What follows belongs to an exercise in optimizing a design on an open flow for small area; a production flow would make more cautious choices.
Where RTL was checked, it was by simulation tests only, not by an equivalence proof against the original.
Power is estimated from default activity; no workload was simulated.

==> wip/zinc: inputs <==
// top
module top(
  input clk,
  input rst,
  input ftdi_rx,
  input trigger_in,
  input gpio_in1,
  input gpio_in2,
  output gpio_out,
  output ftdi_tx,
  output led0_g,
  output led0_r,
  output led0_b,
  output led2_g,
  output led2_r,
  output led2_b,
  output led_blink,
  output led5_debug,
  output led6_debug,
  output debug_io0_14_p30,
  output led_glitch_out,
  output wire glitch_out,
  output invert_glitch_out,
  output wire reset_out
    );
==> flow/config.mk <==
export PLATFORM = sky130hd
export DESIGN_NAME = top
export DESIGN_NICKNAME = top
export VERILOG_FILES = /design/flow/design.v
export SDC_FILE = /design/flow/constraint.sdc
export NUM_CORES = 4
export LEC_CHECK = 0
export ABC_AREA = 1
export CAP_MARGIN = 20
export CORE_MARGIN = 2
export CORE_UTILIZATION = 40
export SLEW_MARGIN = 20
==> flow/constraint.sdc <==
create_clock -name core_clock -period 10.0 [get_ports {clk}]
set_input_delay 2.0000 -clock core_clock [delete_from_list [all_inputs] [get_ports {clk}]]
set_output_delay 2.0000 -clock core_clock [all_outputs]
set_load 0.01 [all_outputs]
run.sh (not shown) runs the stock make flow with config.mk's settings and CLKGATE_MAP_FILE= SYNTH_SCRIPT=/design/flow/synth_recipe.tcl, a recipe that flattens the netlist after the stock synthesis.
==> wip/cedar (differences from wip/zinc) <==
Settings changed: ABC_AREA 1 to default.
==> comparison table <==
|  | wip/cedar | wip/zinc |
|---|---|---|
| Run status | no timing/DRC/antenna violations | no timing/DRC/antenna violations |
| Xor/xnor cell area share of the yosys netlist | 9.44% | 7.41% |
| Sequential-to-total area share from yosys stat | 36.4% | 32.2% |
| Internal power summed over all cells | 3.33 mW | 3.41 mW |
| Fin Clk Skew | 27.2 ps | 48.9 ps |
| Starting density of the core | 40.5% | 40.5% |
| Width of the die | 268 um | 285 um |
| Clk. pwr | 2.05 mW | 2.17 mW |
| Power density relative to cell area | 145 nW/um^2 | 134 nW/um^2 |
| Die span in y | 268 um | 285 um |
| Register share of the cell area | 33.4% | 29.5% |
| Post-detailed-route via-to-cell ratio | 5.58 | 5.32 |
| Per-instance average area after synthesis | 7.68 sq um | 6.40 sq um |
| Final-layout worst hold slack | 444 ps | 440 ps |
| Overall die area | 71700 sq um | 81000 sq um |
| Post-layout net count | 3553 | 4904 |
| Number of buffers created by CTS | 54 | 57 |
| Relative contribution of combinational cells to total power | 5.4% | 7.1% |
| Fraction of layout cells with a size suffix above 1 | 5.16% | 4.77% |
| Final Core Density | 44.1% | 44.2% |
| Tap cell instance count | 931 | 1040 |
| Post-route setup slack | 3100 ps | 3560 ps |
| Min cycle time layout | 6900 ps | 6440 ps |
| Via count of the first global-routing pass | 22300 | 28200 |
No run of this note included a check of the RTL's function; only the layout flow was run.

==> job 1097: inputs <==
top, a different RTL version from the one above (not shown whole).
==> module glitch, before the edit <==
module glitch(
  input clk,
  input rst,
  input enable,
  input wire [31:0] glitch_delay,
  input wire [31:0] glitch_width,
  input wire [31:0] glitch_count,
  input wire [31:0] glitch_gap,
  input wire [31:0] glitch_max,
  input wire [31:0] reset_target,
  output reg glitched,
  input wire vstart,
  output reg vout,
  output wire finished,
  output wire reset_out
    );
reg [31:0] width_cnt;
reg [31:0] cnt;
reg [31:0] cycles;
reg [31:0] reset_cnt;
reg [1:0] state;    
wire s_delay = !state[0] && !state[1];
wire s_glitch = state[0];
wire s_gap = state[1];
function [31:0] inc32(input [31:0] x, input ci);
  integer i;
  reg c;
  begin
    c = ci;
    for (i = 0; i < 32; i = i + 1) begin
      inc32[i] = x[i] ^ c;
      c = x[i] & c;
    end
  end
endfunction
wire [31:0] width_nx = inc32(width_cnt, 1'b1);
wire [31:0] cnt_nx = inc32(cnt, 1'b1);
wire delay_done = width_cnt == glitch_delay;
wire width_done = width_nx == glitch_width || glitch_width == 32'd0;
wire gap_done = width_nx == glitch_gap || glitch_gap == 32'd0;
wire count_done = cnt_nx == glitch_count;
wire target_nz = reset_target != 32'd0;
wire target_eq = reset_cnt == reset_target;
wire target_lt = reset_cnt < reset_target;
assign finished = glitch_max != 32'd0 && cycles == glitch_max;
assign reset_out = !enable || !target_nz || !s_delay || target_eq;
wire phase_done = s_glitch ? width_done : s_gap ? gap_done : delay_done;
wire pulse_end = enable && s_glitch && width_done;       
wire train_end = pulse_end && count_done;                
wire rst_inc = enable && s_delay && !delay_done && target_lt;
wire rst_clr = (enable && s_delay && delay_done) || (rst && !rst_inc);
wire cnt_clr = !enable || train_end || (rst && !pulse_end);
always @(posedge clk)
  begin
    width_cnt <= (enable && !phase_done) ? width_nx : 32'd0;
    cnt <= cnt_clr ? 32'd0 : pulse_end ? cnt_nx : cnt;
    cycles <= (rst && !train_end) ? 32'd0 : inc32(cycles, train_end);
    reset_cnt <= rst_clr ? 32'd0 : inc32(reset_cnt, rst_inc);
    glitched <= enable || (glitched && !rst);
    if (enable)
      begin
        if (s_glitch)
          state <= width_done ? (count_done ? 2'd0 : 2'd2) : (rst ? 2'd0 : 2'd1);
        else if (s_gap)
          state <= gap_done ? 2'd1 : (rst ? 2'd0 : 2'd2);
        else
          state <= {1'b0, delay_done};
      end
    else
      state <= 2'd0;
    if (enable)
      begin
        if (s_glitch)
          vout <= width_done ? 1'b1 : rst ? vstart : vout;
        else if (s_gap)
          vout <= gap_done ? 1'b0 : rst ? vstart : vout;
        else
          vout <= !delay_done;
      end
    else if (rst || !glitched)
      vout <= vstart;
  end
endmodule
Settings: LEC_CHECK=0, CAP_MARGIN=0, CORE_MARGIN=2, CORE_UTILIZATION=60, CTS_BUF_LIST=sky130_fd_sc_hd__clkbuf_4, SLEW_MARGIN=0; clock period 10.0 ns.
==> inputs of job 4979, as changes to job 1097 <==
--- a/flow/design.v
+++ b/flow/design.v
@@ -113,6 +113,6 @@
   output wire reset_out
     );
-reg [31:0] width_cnt;
-reg [31:0] cnt;
+reg [31:0] phase_cnt;
+reg [31:0] pulse_no;
 reg [31:0] cycles;
 reg [31:0] reset_cnt;
@@ -132,25 +132,35 @@
   end
 endfunction
-wire [31:0] width_nx = inc32(width_cnt, 1'b1);
-wire [31:0] cnt_nx = inc32(cnt, 1'b1);
-wire delay_done = width_cnt == glitch_delay;
-wire width_done = width_nx == glitch_width || glitch_width == 32'd0;
-wire gap_done = width_nx == glitch_gap || glitch_gap == 32'd0;
-wire count_done = cnt_nx == glitch_count;
+wire [31:0] phase_nx = inc32(phase_cnt, !(rst && !s_delay));
+wire [31:0] phase_len = ({32{s_delay}} & glitch_delay) |
+                        ({32{s_glitch}} & glitch_width) |
+                        ({32{s_gap}} & glitch_gap);
+wire phase_hit = phase_cnt == phase_len;
+wire width_zero = glitch_width == 32'd0;
+wire gap_zero = glitch_gap == 32'd0;
+wire phase_done = phase_hit || (s_glitch && width_zero) || (s_gap && gap_zero);
+wire count_done = pulse_no == glitch_count;
 wire target_nz = reset_target != 32'd0;
-wire target_eq = reset_cnt == reset_target;
-wire target_lt = reset_cnt < reset_target;
+wire [31:0] rt_diff = reset_cnt ^ reset_target;
+wire target_eq = rt_diff == 32'd0;
+reg target_lt;
+integer k;
+always @(*) begin
+  target_lt = 1'b0;
+  for (k = 0; k < 32; k = k + 1)
+    target_lt = rt_diff[k] ? reset_target[k] : target_lt;
+end
 assign finished = glitch_max != 32'd0 && cycles == glitch_max;
 assign reset_out = !enable || !target_nz || !s_delay || target_eq;
-wire phase_done = s_glitch ? width_done : s_gap ? gap_done : delay_done;
-wire pulse_end = enable && s_glitch && width_done;       
+wire pulse_end = enable && s_glitch && phase_done;       
 wire train_end = pulse_end && count_done;                
-wire rst_inc = enable && s_delay && !delay_done && target_lt;
-wire rst_clr = (enable && s_delay && delay_done) || (rst && !rst_inc);
-wire cnt_clr = !enable || train_end || (rst && !pulse_end);
+wire rst_inc = enable && s_delay && !phase_done && target_lt;
+wire rst_clr = (enable && s_delay && phase_done) || (rst && !rst_inc);
+wire pulse_clr = !enable || train_end || (rst && !pulse_end);
 always @(posedge clk)
   begin
-    width_cnt <= (enable && !phase_done) ? width_nx : 32'd0;
-    cnt <= cnt_clr ? 32'd0 : pulse_end ? cnt_nx : cnt;
+    phase_cnt[31:1] <= (enable && !phase_done) ? phase_nx[31:1] : 31'd0;
+    phase_cnt[0] <= enable && (phase_done ? !train_end : phase_nx[0]);
+    pulse_no <= pulse_clr ? 32'd1 : inc32(pulse_no, pulse_end);
     cycles <= (rst && !train_end) ? 32'd0 : inc32(cycles, train_end);
     reset_cnt <= rst_clr ? 32'd0 : inc32(reset_cnt, rst_inc);
@@ -159,9 +169,9 @@
       begin
         if (s_glitch)
-          state <= width_done ? (count_done ? 2'd0 : 2'd2) : (rst ? 2'd0 : 2'd1);
+          state <= phase_done ? (count_done ? 2'd0 : 2'd2) : (rst ? 2'd0 : 2'd1);
         else if (s_gap)
-          state <= gap_done ? 2'd1 : (rst ? 2'd0 : 2'd2);
+          state <= phase_done ? 2'd1 : (rst ? 2'd0 : 2'd2);
         else
-          state <= {1'b0, delay_done};
+          state <= {1'b0, phase_done};
       end
     else
@@ -170,9 +180,9 @@
       begin
         if (s_glitch)
-          vout <= width_done ? 1'b1 : rst ? vstart : vout;
+          vout <= phase_done ? 1'b1 : rst ? vstart : vout;
         else if (s_gap)
-          vout <= gap_done ? 1'b0 : rst ? vstart : vout;
+          vout <= phase_done ? 1'b0 : rst ? vstart : vout;
         else
-          vout <= !delay_done;
+          vout <= !phase_done;
       end
     else if (rst || !glitched)
Settings changed: CAP_MARGIN 0 to 20, CORE_UTILIZATION 60 to 40, CTS_BUF_LIST sky130_fd_sc_hd__clkbuf_4 to default, SLEW_MARGIN 0 to 20.
==> qor summary <==
Worst setup startpoint: job 4979 glitchi.state[0]; job 1097 glitchi.width_cnt[0]
Fraction of synthesized cell area taken by the top area cell type: job 4979 0.363; job 1097 0.354
Clock root cell: job 4979 sky130_fd_sc_hd__clkbuf_16; job 1097 sky130_fd_sc_hd__clkbuf_4
Power density cells: job 4979 187 nW/um2; job 1097 172 nW/um2
Power in combinational cells: job 4979 207 uW; job 1097 360 uW
Number of combinational gates with multiple inputs: job 4979 1023; job 1097 1082
Post-Synth Simple-Gate Area: job 4979 0.176; job 1097 0.152
Number of antenna violations at the first check in global routing: job 4979 1; job 1097 2
Detail Route met3 WL: job 4979 2580 um; job 1097 3320 um
Slew margin rel.: job 4979 0.237; job 1097 0.197
Max Clk Rate: job 4979 106 MHz; job 1097 91.6 MHz
Hold_ws: job 4979 0.424 ns; job 1097 0.427 ns
Latest clock arrival within the worst-skew pair: job 4979 0.59 ns; job 1097 0.83 ns
Worst path slowest cell: job 4979 sky130_fd_sc_hd__dfxtp_2; job 1097 sky130_fd_sc_hd__dfxtp_4
Seq/total area: job 4979 0.526; job 1097 0.492
Post-DP Area: job 4979 20500 um2; job 1097 22100 um2
Syn_nets: job 4979 1737; job 1097 1816
Fraction of layout cells with a size suffix above 1: job 4979 0.0720; job 1097 0.189
Routing usage on met3: job 4979 0.0282; job 1097 0.0589
Dpl ws: job 4979 0.118 ns; job 1097 -1.00 ns
Crit path to: job 4979 glitchi.reset_cnt[31]; job 1097 glitchi.cycles[31]
Sequential element share of the synthesized area: job 4979 0.594; job 1097 0.579
Floorplan row count: job 4979 81; job 1097 67
Run status: job 4979 no timing/DRC/antenna violations; job 1097 complete, but fails checks
Reasons for failing layout checks: job 4979 -; job 1097 setup timing
Post-detailed-route wirelength per cell: job 4979 20.2 um; job 1097 21.1 um
The RTL of job 1097 was laid out without a check of its function.

==> afterwards: timing with drivers on the ports <==
No port has a modelled driver above. Below, the same layouts with a new extraction and two added sets of constraints. Step 1 (the two cells are an assumption about what drives the block):
set clk [get_ports {clk}]
set_driving_cell -lib_cell sky130_fd_sc_hd__clkbuf_16 $clk
set_driving_cell -lib_cell sky130_fd_sc_hd__buf_2 [delete_from_list [all_inputs] $clk]
Step 2 also shifts input and output timing later by t, the mid clock arrival at the registers, as if the neighbouring blocks saw the same clock. a / b / c = ideal ports / drivers / drivers and shift; a / b = the first two.
run | t (ns) | slack for setup (ns) | clock arrival spread, ns | worst register clock-pin slew, ns | worst data-port slew with drivers (ns)
wip/zinc | 0.691 | 3.560 / 3.540 / 3.540 | 0.050 / 0.050 | 0.07 / 0.07 | 0.03
wip/cedar | 0.686 | 3.103 / 3.080 / 3.080 | 0.028 / 0.029 | 0.07 / 0.07 | 0.06
job 1097 | 0.846 | -0.915 / -0.915 / -0.915 | 0.073 / 0.073 | 0.08 / 0.08 | 0.03
job 4979 | 0.637 | 0.583 / 0.583 / 0.140 | 0.019 / 0.020 | 0.06 / 0.06 | 0.03
The setup slack of job 4979, which loses most, moves by 0.000 ns with the drivers and by -0.443 ns with both steps.
